Context: an optimization exercise on an open-source flow, tuned for small area. The choices shown serve that exercise and are no tape-out recipe. Where RTL was checked, it was by simulation tests only, not by an equivalence proof against the original. The RTL of run 1 was laid out without a check of its function. Power is estimated from default activity; no workload was simulated.

[constraint.sdc]
create_clock -name core_clock -period 5.0 [get_ports {clk}]
set_input_delay 1.0000 -clock core_clock [delete_from_list [all_inputs] [get_ports {clk}]]
set_output_delay 1.0000 -clock core_clock [all_outputs]
set_load 0.01 [all_outputs]
[flow/run.sh]
#!/bin/bash
# Standard ORFS layout with small port buffers and a light clock tree.
set -euo pipefail
export BUFFER_PORTS_ARGS="-buffer_cell sky130_fd_sc_hd__buf_1"
export CTS_ARGS="-sink_clustering_enable -repair_clock_nets -dont_use_dummy_load -buf_list sky130_fd_sc_hd__clkbuf_8 -root_buf sky130_fd_sc_hd__clkbuf_8"
bash standard.sh > standard.log 2>&1
[config.mk]
export PLATFORM = sky130hd
export DESIGN_NAME = can_top
export DESIGN_NICKNAME = can_top
export VERILOG_FILES = /design/flow/design.v
export SDC_FILE = /design/flow/constraint.sdc
export NUM_CORES = 4
export LEC_CHECK = 0
export CAP_MARGIN = 20
export CORE_MARGIN = 2
export CORE_UTILIZATION = 40
export SLEW_MARGIN = 20
[standard.sh]
#!/bin/bash
# synth_recipe.tcl (not shown) runs the flow's synth.tcl, then flattens the netlist and writes it again
# the make line also repeats each setting of config.mk as NAME=value (left out here)
make -C /OpenROAD-flow-scripts/flow DESIGN_CONFIG=/design/flow/config.mk WORK_HOME=/design/flow/orfs CLKGATE_MAP_FILE= SYNTH_SCRIPT=/design/flow/synth_recipe.tcl "${@:-finish}"
[design.v]
`timescale 1ns / 1ps
module can_tx(
    input             clk,
    input             rst,
    input             start,
    input      [10:0] id,
    input      [3:0]  dlc,
    input      [63:0] data,
    output            busy,
    output reg        done,
    output            fin,
    output            fin_odd,
    output reg [10:0] f_id,
    output reg [3:0]  f_dlc,
    output reg [63:0] f_data
);
reg        c_valid;
reg [10:0] c_id;
reg [3:0]  c_dlc;
reg [63:0] c_data;
always @(posedge clk) begin
    c_id   <= id;
    c_dlc  <= dlc;
    c_data <= data;
end
reg c_hold;
always @(posedge clk or posedge rst) begin
    if (rst) begin
        c_valid <= 1'b0;
        c_hold  <= 1'b1;
    end else begin
        c_valid <= start;
        c_hold  <= ~start;
    end
end
wire [7:0] bload;    
genvar g;
generate
    for (g = 0; g < 8; g = g + 1) begin : bl
        assign bload[g] = c_valid & (c_dlc > g);
    end
endgenerate
wire [63:0] dload;
assign dload = {{8{bload[7]}}, {8{bload[6]}}, {8{bload[5]}}, {8{bload[4]}},
                {8{bload[3]}}, {8{bload[2]}}, {8{bload[1]}}, {8{bload[0]}}};
always @(posedge clk) begin
    f_id   <= (f_id   & {11{c_hold}}) | (c_id   & {11{c_valid}});
    f_dlc  <= (f_dlc  & {4{c_hold}})  | (c_dlc  & {4{c_valid}});
    f_data <= (f_data & {64{c_hold}}) | (c_data & dload);
    f_crc  <= (f_crc  & c_hold) | ((c_id[0] ^ c_dlc[0] ^ c_data[0]) & c_valid);
end
reg       f_crc;
reg [6:0] q;
reg [2:0] cons;      
reg       last;      
assign busy = (q >= 7'd6);
wire [4:0] v = {1'b0, q[6:3]} - {1'b0, f_dlc};
wire [2:0] byte_sel = q[5:3] - 3'd3;
wire [5:0] data_idx = {byte_sel, ~q[2:0]};
wire       data_bit = f_data[data_idx] & (q < 7'd88);
reg nb;              
always @(*) begin
    if (q < 7'd24) begin
        if (q <= 7'd16)      nb = f_id[5'd16 - q[4:0]];
        else if (q <= 7'd19) nb = 1'b0;
        else                 nb = f_dlc[5'd23 - q[4:0]];
    end else begin
        nb = data_bit
           | (f_crc & (v == 5'd3) & (q[2:0] == 3'd0))
           | (~v[4] & ((v >= 5'd5) | ((v == 5'd4) & (q[2:0] == 3'd7))));
    end
end
wire stuff = (cons == 3'd5);
assign fin     = busy & (v == 5'd5) & (q[2:0] == 3'd6);
assign fin_odd = cons[0];
always @(posedge clk or posedge rst) begin
    if (rst) begin
        q    <= 7'd0;
        done <= 1'b0;
    end else begin
        done <= fin;
        if (c_valid)
            q <= 7'd3;
        else if (fin)
            q <= 7'd0;
        else if (q != 7'd0 && !(busy && stuff))
            q <= q + 7'd1;
    end
end
always @(posedge clk) begin
    if (c_valid) begin
        cons <= 3'd1;          
        last <= 1'b0;
    end else if (busy) begin
        if (stuff) begin
            cons <= 3'd1;
            last <= ~last;
        end else begin
            cons <= (nb == last) ? cons + 3'd1 : 3'd1;
            last <= nb;
        end
    end
end
endmodule
`timescale 1ns / 1ps
module can_rx(
    input             clk,
    input             rst,
    input             fin,
    input             fin_odd,
    input             done,
    input      [10:0] f_id,
    input      [3:0]  f_dlc,
    input      [63:0] f_data,
    output     [10:0] rx_id,
    output     [3:0]  rx_dlc,
    output     [63:0] rx_data,
    output reg        rx_valid
);
always @(posedge clk or posedge rst) begin
    if (rst)
        rx_valid <= 1'b0;
    else
        rx_valid <= (fin & fin_odd) | (done & ~rx_valid);
end
assign rx_id   = f_id;
assign rx_dlc  = f_dlc;
assign rx_data = f_data;
endmodule
`timescale 1ns / 1ps
module can_top (
    input clk,
    input rst,
    input tx_start,
    input [10:0] tx_id,
    input [3:0] tx_dlc,
    input [63:0] tx_data,
    output tx_busy,
    output tx_done,
    output [10:0] rx_id,
    output [3:0] rx_dlc,
    output [63:0] rx_data,
    output rx_valid
);
wire        fin;        
wire        fin_odd;    
wire [10:0] f_id;
wire [3:0]  f_dlc;
wire [63:0] f_data;
can_tx tx_module (
    .clk(clk), .rst(rst),
    .start(tx_start), .id(tx_id),
    .dlc(tx_dlc), .data(tx_data),
    .busy(tx_busy), .done(tx_done),
    .fin(fin), .fin_odd(fin_odd),
    .f_id(f_id), .f_dlc(f_dlc), .f_data(f_data)
);
can_rx rx_module (
    .clk(clk), .rst(rst),
    .fin(fin), .fin_odd(fin_odd), .done(tx_done),
    .f_id(f_id), .f_dlc(f_dlc), .f_data(f_data),
    .rx_id(rx_id), .rx_dlc(rx_dlc),
    .rx_data(rx_data), .rx_valid(rx_valid)
);
endmodule
==> impl_metrics.ini, run 1 <==
[run_status]
status = no timing/DRC/antenna violations

[clocking]
path_clk_slew_ns = 0.07
cts_max_level = 4
ctsResizeCount = 0
cts_sinks = 174
clk_path_buf_depth = 2
cts_tree = built
numCtsBuffers = 17
hold_buffers = 0
cts_root_buf = clkbuf_8
post_cts_buffers = 0
clk_latency_ns = 0.45

[floorplanning]
initial_core_util_pct = 40.58
core_area_sq_um = 14370
dieArea_sq_um = 15560
die_width_microns = 124.7
ios = 164
fp.dieH_microns = 124.7
num_rows = 44

[timing]
tightest_slew_ns = 0.9983
rsz0062_at_grt = no
fmax_mhz = 319.2
holdWs_ns = 0.4238
setup_viol = 0
finalCritPeriodShare_pct = 62.66
final_hold_viol_count = 0
final.min_clock_period_ns = 3.133
fin_tns_setup_ns = 0
relSlewSlack_pct = 33.44
maxSlewViolCount = 0
final.setup_skew_ns = 0.02729

[yosys]
post_synth_inst_count = 458
yosysWarnings = 2
ys_seq_area_share_pct = 60.71
syn_area_sq_um = 5831
synth-seq-cells = 174
synth_fp_nets = 555
synth-edff-count = 0
syn_area_per_cell_sq_um = 12.73
ys.flop_type = dfxtp_1
synthArstFlopShare_pct = 6.322
yosysUniqueCellTypes = 53

[critical_path]
path_delay_family = flip-flops
path_cells = nand2_1 -> and3_1 -> inv_1 -> buf_1
required_ns = 4.00
slowest_delay_ns = 1.00
cp_slowest_cell = dfrtp_1
end_kind = primary output
cp_max_fo = 24
criticalPathCategory = flop to primary output
start_kind = flop
cp.arrival_ns = 2.13
critPathBufInv = 2

[global_routing]
gr-usage-all-layers_pct = 17.79
grt_max_degree = 67
grt_pass1_wl_microns = 21630
grt_pass1_vias = 4069
antenna_found_initial = 0
grt_overflow = 0

[power_and_ir_drop]
power_mw = 3.081
max-vdd-ir-drop_mv = 0.1905
leakagePower_nw = 2.796
powerDensity_nw_per_um2 = 452.6

[final_layout]
drive_gt1_share_pct = 6.179
syn_to_final_growth_pct = 16.76
layout.nets = 714
fillerInstances = 1367
diodes = 0

[route]
drt_first_pass_iters = 4
viasPerCell = 5.051
antenna_left = 0
drt_iter0_drc = 189
num_vias = 4036
wl_microns = 13330
wl_per_cell_microns = 16.68
drc_errors = 0

[place]
portBuffers = 163
dp_hpwl_microns = 9886
gp_congestion = 0.8544

[job]
drv_cap = 0

[hold_path]
hold_path.class = flop to flop
-- path summary, 6_finish.rpt --
| path | slack [ns] | to | cells past startpoint | from |
|---|---|---|---|---|
| max | 1.87 | tx_busy | 4 | tx_module.q[1] |
| min | 0.42 | tx_module.f_data[37] | 1 | tx_module.c_data[37] |
| max in group asynchronous | 4.17 | tx_module.c_hold | 2 | rst |
| min in group asynchronous | 0.50 | tx_module.q[6] | 2 | rst |
| min reg2reg | 0.42 | tx_module.f_data[37] | 1 | tx_module.c_data[37] |
| max reg2reg | 1.89 | tx_module.cons[0] | 9 | tx_module.q[0] |
-- layout by cell type, fill, tap and decap left out, types with 2 or more instances in the layout --
| cell type | Yosys | final |
|---|---|---|
| xor2_1 | 3 | 3 |
| a31oi_1 | 2 | 2 |
| o22ai_1 | 4 | 4 |
| clkbuf_8 | 0 | 17 |
| nand3_1 | 6 | 6 |
| dfxtp_1 | 163 | 163 |
| nor3_1 | 3 | 3 |
| or2_2 | 2 | 2 |
| a21o_1 | 4 | 4 |
| xnor2_1 | 7 | 7 |
| nand2_1 | 15 | 15 |
| dfrtp_1 | 10 | 9 |
| buf_4 | 1 | 2 |
| mux4_1 | 5 | 5 |
| nor2_1 | 12 | 12 |
| o21ai_0 | 10 | 10 |
| and4_1 | 2 | 2 |
| a211oi_1 | 3 | 3 |
| and2_1 | 2 | 2 |
| nand3b_1 | 2 | 2 |
| a22o_1 | 79 | 79 |
| nor2b_1 | 5 | 5 |
| mux4_2 | 9 | 9 |
| a21oi_1 | 10 | 10 |
| o21bai_1 | 3 | 3 |
| buf_1 | 0 | 163 |
| mux2i_1 | 14 | 14 |
| a2111oi_0 | 2 | 2 |
| nand2b_1 | 3 | 3 |
| ha_1 | 14 | 14 |
| inv_1 | 16 | 16 |
| o21a_1 | 3 | 3 |
-- cells by family after synthesis --
kind of cell    after synthesis  share of synthesized area (%)
flops                       174                          60.71
compound gates              131                          17.94
simple gates                 56                          4.828
buf+inv                      42                          3.069
mux                          29                          8.326
fa+ha+maj                    15                          3.348
xor+xnor                     11                          1.781
-- synthesized netlist by cell type (all sizes together) (4+ instances only) --
cell,n,area [sq um]
dfxtp,163,3263
a22o,79,691.9
clkbuf,20,75.07
inv,17,63.81
nand2,15,56.30
ha,14,175.2
mux2i,14,140.1
mux4,14,334.1
nor2,12,45.04
a21oi,10,50.05
dfrtp,10,250.2
o21ai,10,50.05
xnor2,7,61.31
nand3,6,30.03
buf,5,40.04
nor2b,5,31.28
o22ai,5,37.53
a21o,4,30.03
xor2,4,42.55
-- flip-flops by register name, indices dropped and copies added, names as in the netlist --
register            count
tx_module.q             7
tx_module.c_dlc         4
tx_module.f_crc         1
tx_module.cons          3
tx_module.c_hold        1
tx_module.c_id         11
tx_module.f_data       64
tx_module.c_valid       1
tx_module.f_id         11
tx_module.c_data       64
tx_module.done          1
tx_module.last          1
tx_module.f_dlc         4
rx_module.rx_valid      1
-- power breakdown --
group | switching [mW] | internal (mW) | total (mW)
combinational | 0.343 | 0.348 | 0.690
sequential | 0.176 | 1.51 | 1.68
clock | 0.406 | 0.300 | 0.706
total | 0.925 | 2.16 | 3.08
-- layout make-up --
cell class,instances,area [sq um],share of cell area [%]
inverters,17,63.81,0.9373
repair buffers,165,626.9,9.208
multi-input cells,242,2112,31.02
well taps,184,230.2,3.382
flip-flops and latches,174,3541,52.01
clock buffers,17,234.0,3.437
-- routing by layer --
metal	vias up	GRT usage, %	part of all wire, %
met1	1908	23.32	46
li1	1997	-	-
met4	0	6.543	1.7
met2	116	27.71	47
met5	-	0	0
met3	15	5.541	5.1
-- metrics by stage --
stage	cell area, sq um	std cells	utilization [%]	setup WS (ns)
2_1_floorplan	5831	458	-	2.416
3_3_place_gp	6574	782	45.75	2.062
3_5_place_dp	6574	782	45.75	1.900
4_1_cts	6808	799	47.38	1.808
5_1_grt	6808	799	47.38	1.627
6_report	6808	799	47.38	1.867
==> run 2, diff against run 1 <==
--- a/design.v
+++ b/design.v
@@ -51,28 +51,53 @@
 end
 reg       f_crc;
 reg [6:0] q;
-reg [2:0] cons;      
+reg [2:0] run;       
 reg       last;      
 assign busy = (q >= 7'd6);
 wire [4:0] v = {1'b0, q[6:3]} - {1'b0, f_dlc};
-wire [2:0] byte_sel = q[5:3] - 3'd3;
-wire [5:0] data_idx = {byte_sel, ~q[2:0]};
-wire       data_bit = f_data[data_idx] & (q < 7'd88);
+function mux4(input [3:0] a, input [1:0] s);
+    mux4 = s[1] ? (s[0] ? a[3] : a[2]) : (s[0] ? a[1] : a[0]);
+endfunction
+wire [63:0] dvec;
+genvar p;
+generate
+    for (p = 0; p < 64; p = p + 1) begin : dv
+        assign dvec[p] = f_data[8 * (((p / 8) + 5) % 8) + 7 - (p % 8)];
+    end
+endgenerate
+wire [15:0] dm1;
+wire [3:0]  dm2;
+generate
+    for (p = 0; p < 16; p = p + 1) begin : m1
+        assign dm1[p] = mux4(dvec[4*p +: 4], q[1:0]);
+    end
+    for (p = 0; p < 4; p = p + 1) begin : m2
+        assign dm2[p] = mux4(dm1[4*p +: 4], q[3:2]);
+    end
+endgenerate
+wire data_bit = mux4(dm2, q[5:4]) & (q < 7'd88);
+wire [31:0] hvec = {8'b0, f_dlc[0], f_dlc[1], f_dlc[2], f_dlc[3], 3'b000,
+                    f_id[0], f_id[1], f_id[2], f_id[3], f_id[4], f_id[5],
+                    f_id[6], f_id[7], f_id[8], f_id[9], f_id[10], 6'b0};
+wire [7:0] hm1;
+generate
+    for (p = 0; p < 8; p = p + 1) begin : h1
+        assign hm1[p] = mux4(hvec[4*p +: 4], q[1:0]);
+    end
+endgenerate
+wire [1:0] hm2 = {mux4(hm1[7:4], q[3:2]), mux4(hm1[3:0], q[3:2])};
 reg nb;              
 always @(*) begin
-    if (q < 7'd24) begin
-        if (q <= 7'd16)      nb = f_id[5'd16 - q[4:0]];
-        else if (q <= 7'd19) nb = 1'b0;
-        else                 nb = f_dlc[5'd23 - q[4:0]];
-    end else begin
+    if (q < 7'd24)
+        nb = q[4] ? hm2[1] : hm2[0];
+    else
         nb = data_bit
            | (f_crc & (v == 5'd3) & (q[2:0] == 3'd0))
            | (~v[4] & ((v >= 5'd5) | ((v == 5'd4) & (q[2:0] == 3'd7))));
-    end
 end
-wire stuff = (cons == 3'd5);
+wire stuff = (run == 3'b110);
 assign fin     = busy & (v == 5'd5) & (q[2:0] == 3'd6);
-assign fin_odd = cons[0];
+assign fin_odd = run[1];
 always @(posedge clk or posedge rst) begin
     if (rst) begin
         q    <= 7'd0;
@@ -89,14 +114,14 @@
 end
 always @(posedge clk) begin
     if (c_valid) begin
-        cons <= 3'd1;          
+        run  <= 3'b000;        
         last <= 1'b0;
     end else if (busy) begin
         if (stuff) begin
-            cons <= 3'd1;
+            run  <= 3'b000;
             last <= ~last;
         end else begin
-            cons <= (nb == last) ? cons + 3'd1 : 3'd1;
+            run  <= (nb == last) ? {run[1:0], ~run[2]} : 3'b000;
             last <= nb;
         end
     end
==> flow/run.sh (replaced) <==
#!/bin/bash
# Standard ORFS layout with small port buffers and a light clock tree.
set -euo pipefail
export BUFFER_PORTS_ARGS="-buffer_cell sky130_fd_sc_hd__buf_1"
export CTS_ARGS="-sink_clustering_enable -repair_clock_nets -dont_use_dummy_load -buf_list sky130_fd_sc_hd__clkbuf_8 -root_buf sky130_fd_sc_hd__clkbuf_8 -sink_clustering_size 24"
bash standard.sh > standard.log 2>&1
==> run 2 against run 1 <==
  * Still clean on timing, DRC and antenna
  * Clock power barely moved
  * Sequential share of layout area rose by 0.86 points
  * Critical path depth did not move
  * Fmax fell by 1.7%
  * Critical endpoint unchanged
  * Largest power group unchanged
==> impl_metrics.ini, run 2 <==
[floorplanning]
initial_core_util_pct = 41.01
die_width_microns = 123.5
fp.dieH_microns = 123.5
core_area_sq_um = 13930
dieArea_sq_um = 15260
num_rows = 43
ios = 164

[global_routing]
grt_max_degree = 43
grt_overflow = 0
grt_pass1_vias = 4078
antenna_found_initial = 0
grt_pass1_wl_microns = 20520
gr-usage-all-layers_pct = 17.97

[yosys]
synthArstFlopShare_pct = 6.322
post_synth_inst_count = 436
yosysWarnings = 2
netlist.area_leader.share_pct = 57.11
synth.most_common_cell = dfxtp_1
synth_fp_nets = 527
yosysUniqueCellTypes = 54
syn_area_per_cell_sq_um = 13.11
yosysTopAreaCell = dfxtp_1
ys_seq_area_share_pct = 61.94
synth-seq-cells = 174
ys.flop_type = dfxtp_1
synth_top_cells_by_area = dfxtp_1 (57%), a22o_1 (12%), dfrtp_1 (4.4%)
synth-edff-count = 0
yosys-top-cells-count = dfxtp_1 (163), a22o_1 (79), clkbuf_1 (15), nand2_1 (13), nor2_1 (13)
syn_area_sq_um = 5714

[timing]
holdWs_ns = 0.4226
setup_viol = 0
fmax_mhz = 313.8
setup_ws_ns = 1.813
relSlewSlack_pct = 30.49
rsz0062_at_grt = no
finalCritPeriodShare_pct = 63.73
final.min_clock_period_ns = 3.187
final.setup_skew_ns = 0.01828
tightest_slew_ns = 1.043
maxSlewViolCount = 0
fin_tns_setup_ns = 0
final_hold_viol_count = 0

[critical_path]
cp.arrival_ns = 2.19
reg2regPathDepth = 7
cp_slowest_cell = dfrtp_1
path_cells = or4_1 -> nor2_2 -> inv_2 -> buf_1
path_delay_family = simple AND/OR/NAND/NOR gates
slowest_delay_ns = 0.64
reg2reg_to = tx_module.run[1]
required_ns = 4.00
criticalPathCategory = flop to primary output
start_kind = flop
rrSetupSlack_ns = 2.10
cp_max_fo = 18
r2r_start = tx_module.q[1]
end_kind = primary output
critPathBufInv = 2

[clocking]
numCtsBuffers = 17
cts_max_level = 4
cts_tree = built
path_clk_slew_ns = 0.08
clk_latency_ns = 0.45
clk_path_buf_depth = 2
cts_sinks = 174
post_cts_buffers = 0
ctsResizeCount = 0
cts_root_buf = clkbuf_8
hold_buffers = 0

[route]
num_vias = 4050
wl_microns = 13160
antenna_left = 0
drt_iter0_drc = 147
viasPerCell = 5.226
drt_first_pass_iters = 5
wl_per_cell_microns = 16.99
drc_errors = 0

[job]
drv_cap = 0

[hold_path]
hold_path_depth = 1
whs_endpoint = tx_module.f_data[10]
min-delay-start = tx_module.c_data[10]
hold_path.class = flop to flop

[final_layout]
fin_area_sq_um = 6698
drive_gt1_share_pct = 6.723
fin_util_pct = 48.07
largestRegisters = tx_module.c_data: 64 flops, tx_module.f_data: 64 flops
multiInputGateArea_sq_um = 2026
layout.nets = 688
fillerInstances = 1261
diodes = 0
seq_area_sq_um = 3541
final_cell_mix = buf_1 (163), dfxtp_1 (163), a22o_1 (79)
syn_to_final_growth_pct = 17.21

[place]
dp_hpwl_microns = 9697
portBuffers = 163
pre_cts_slack_ns = 1.924
gp_congestion = 0.7746
placed_cell_area_sq_um = 6462

[power_and_ir_drop]
powerDensity_nw_per_um2 = 436.0
max-vdd-ir-drop_mv = 0.2003
leakagePower_nw = 2.694

[run_status]
status = no timing/DRC/antenna violations
==> run 2: changes by cell type after synthesis, sizes merged, moves of 4 or more <==
cell    delta
inv        -5
mux4       +4
ha         -6
mux2i      -7
o22ai      -5
clkbuf     -5
==> run 2: worst max-delay path by stage <==
stage | startpoint | end | depth (start not counted)
finish | tx_module.q[4] | tx_busy | 4
global route | tx_module.q[4] | tx_busy | 4
CTS | tx_module.q[1] | tx_busy | 4
global placement | tx_module.q[0] | tx_module.run[1] | 7
detailed placement | tx_module.q[0] | tx_module.run[1] | 7
floorplan | tx_module.q[3] | tx_module.run[1] | 12
==> run 2: where the power goes <==
part,internal (mW),leakage (nW),switching (mW)
Combinational,0.281,1.06,0.258
Clock,0.300,0.122,0.405
Sequential,1.50,1.51,0.171
Total,2.08,2.69,0.835
==> run 2: cell families after synthesis <==
logic type               Yosys count  synth area share [%]
AO/OA/AOI/OAI                    122                 17.21
XOR/XNOR                           8                 1.226
adder cells (fa/ha/maj)            9                 2.102
buffers and inverters             35                 2.605
flip-flops                       174                 61.94
multiplexers                      26                 9.109
AND/OR/NAND/NOR                   62                 5.803
==> run 2: metal layers <==
metal  wire [microns]  vias up  track usage (%)  share of wire [%]
met3              700       15            5.258                5.3
met2             6383      122            28.74                 48
li1                 -     1941                -                  -
met4              165        0            8.026                1.3
met1             5914     1972            22.47                 45
met5                0        -                0                  0
==> run 2: area by class of cell <==
class	count	area share, %
multi-input combinational	227	30.24
clock buffer	17	3.493
tap	180	3.363
timing repair buffer	165	9.359
inverter	12	0.6725
sequential	174	52.87
==> run 2: worst register-to-register path: stages (launching register included) <==
cell       delay (ns)
dfrtp_1          1.03
mux4_2           0.63
nand3b_1         0.10
a31oi_1          0.09
or3_1            0.43
and4_4           0.23
o2111ai_2        0.17
nand3_1          0.10
==> run 2: per-stage QoR <==
stage          instances  power, mW
2_1_floorplan        436      2.060
3_5_place_dp         758      2.253
3_3_place_gp         758      2.237
6_report             775      2.920
4_1_cts              775      2.955
5_1_grt              775      3.082

[afterwards: timing with drivers on the ports]
Ports are ideal in the flow. The routed layouts listed here were re-timed in OpenROAD. Step 1 assumes that a clkbuf_16 drives the clock port and a buf_2 every other input. Step 2, shift: input delay + t, output delay - t, t = (earliest + latest rising clock arrival at the registers) / 2. This alone moves slack from input paths to output paths. Slacks: no drivers / after step 1 / after step 2; pairs: no drivers / after step 1.
| run | shift t [ns] | setup WS [ns] | worst slew at a driven data input, ns |
|---|---|---|---|
| run 1 | 0.471 | 1.867 / 1.831 / 1.888 | 0.06 |
| run 2 | 0.474 | 1.813 / 1.776 / 2.104 | 0.06 |
After both steps setup and hold are still met in every run listed.
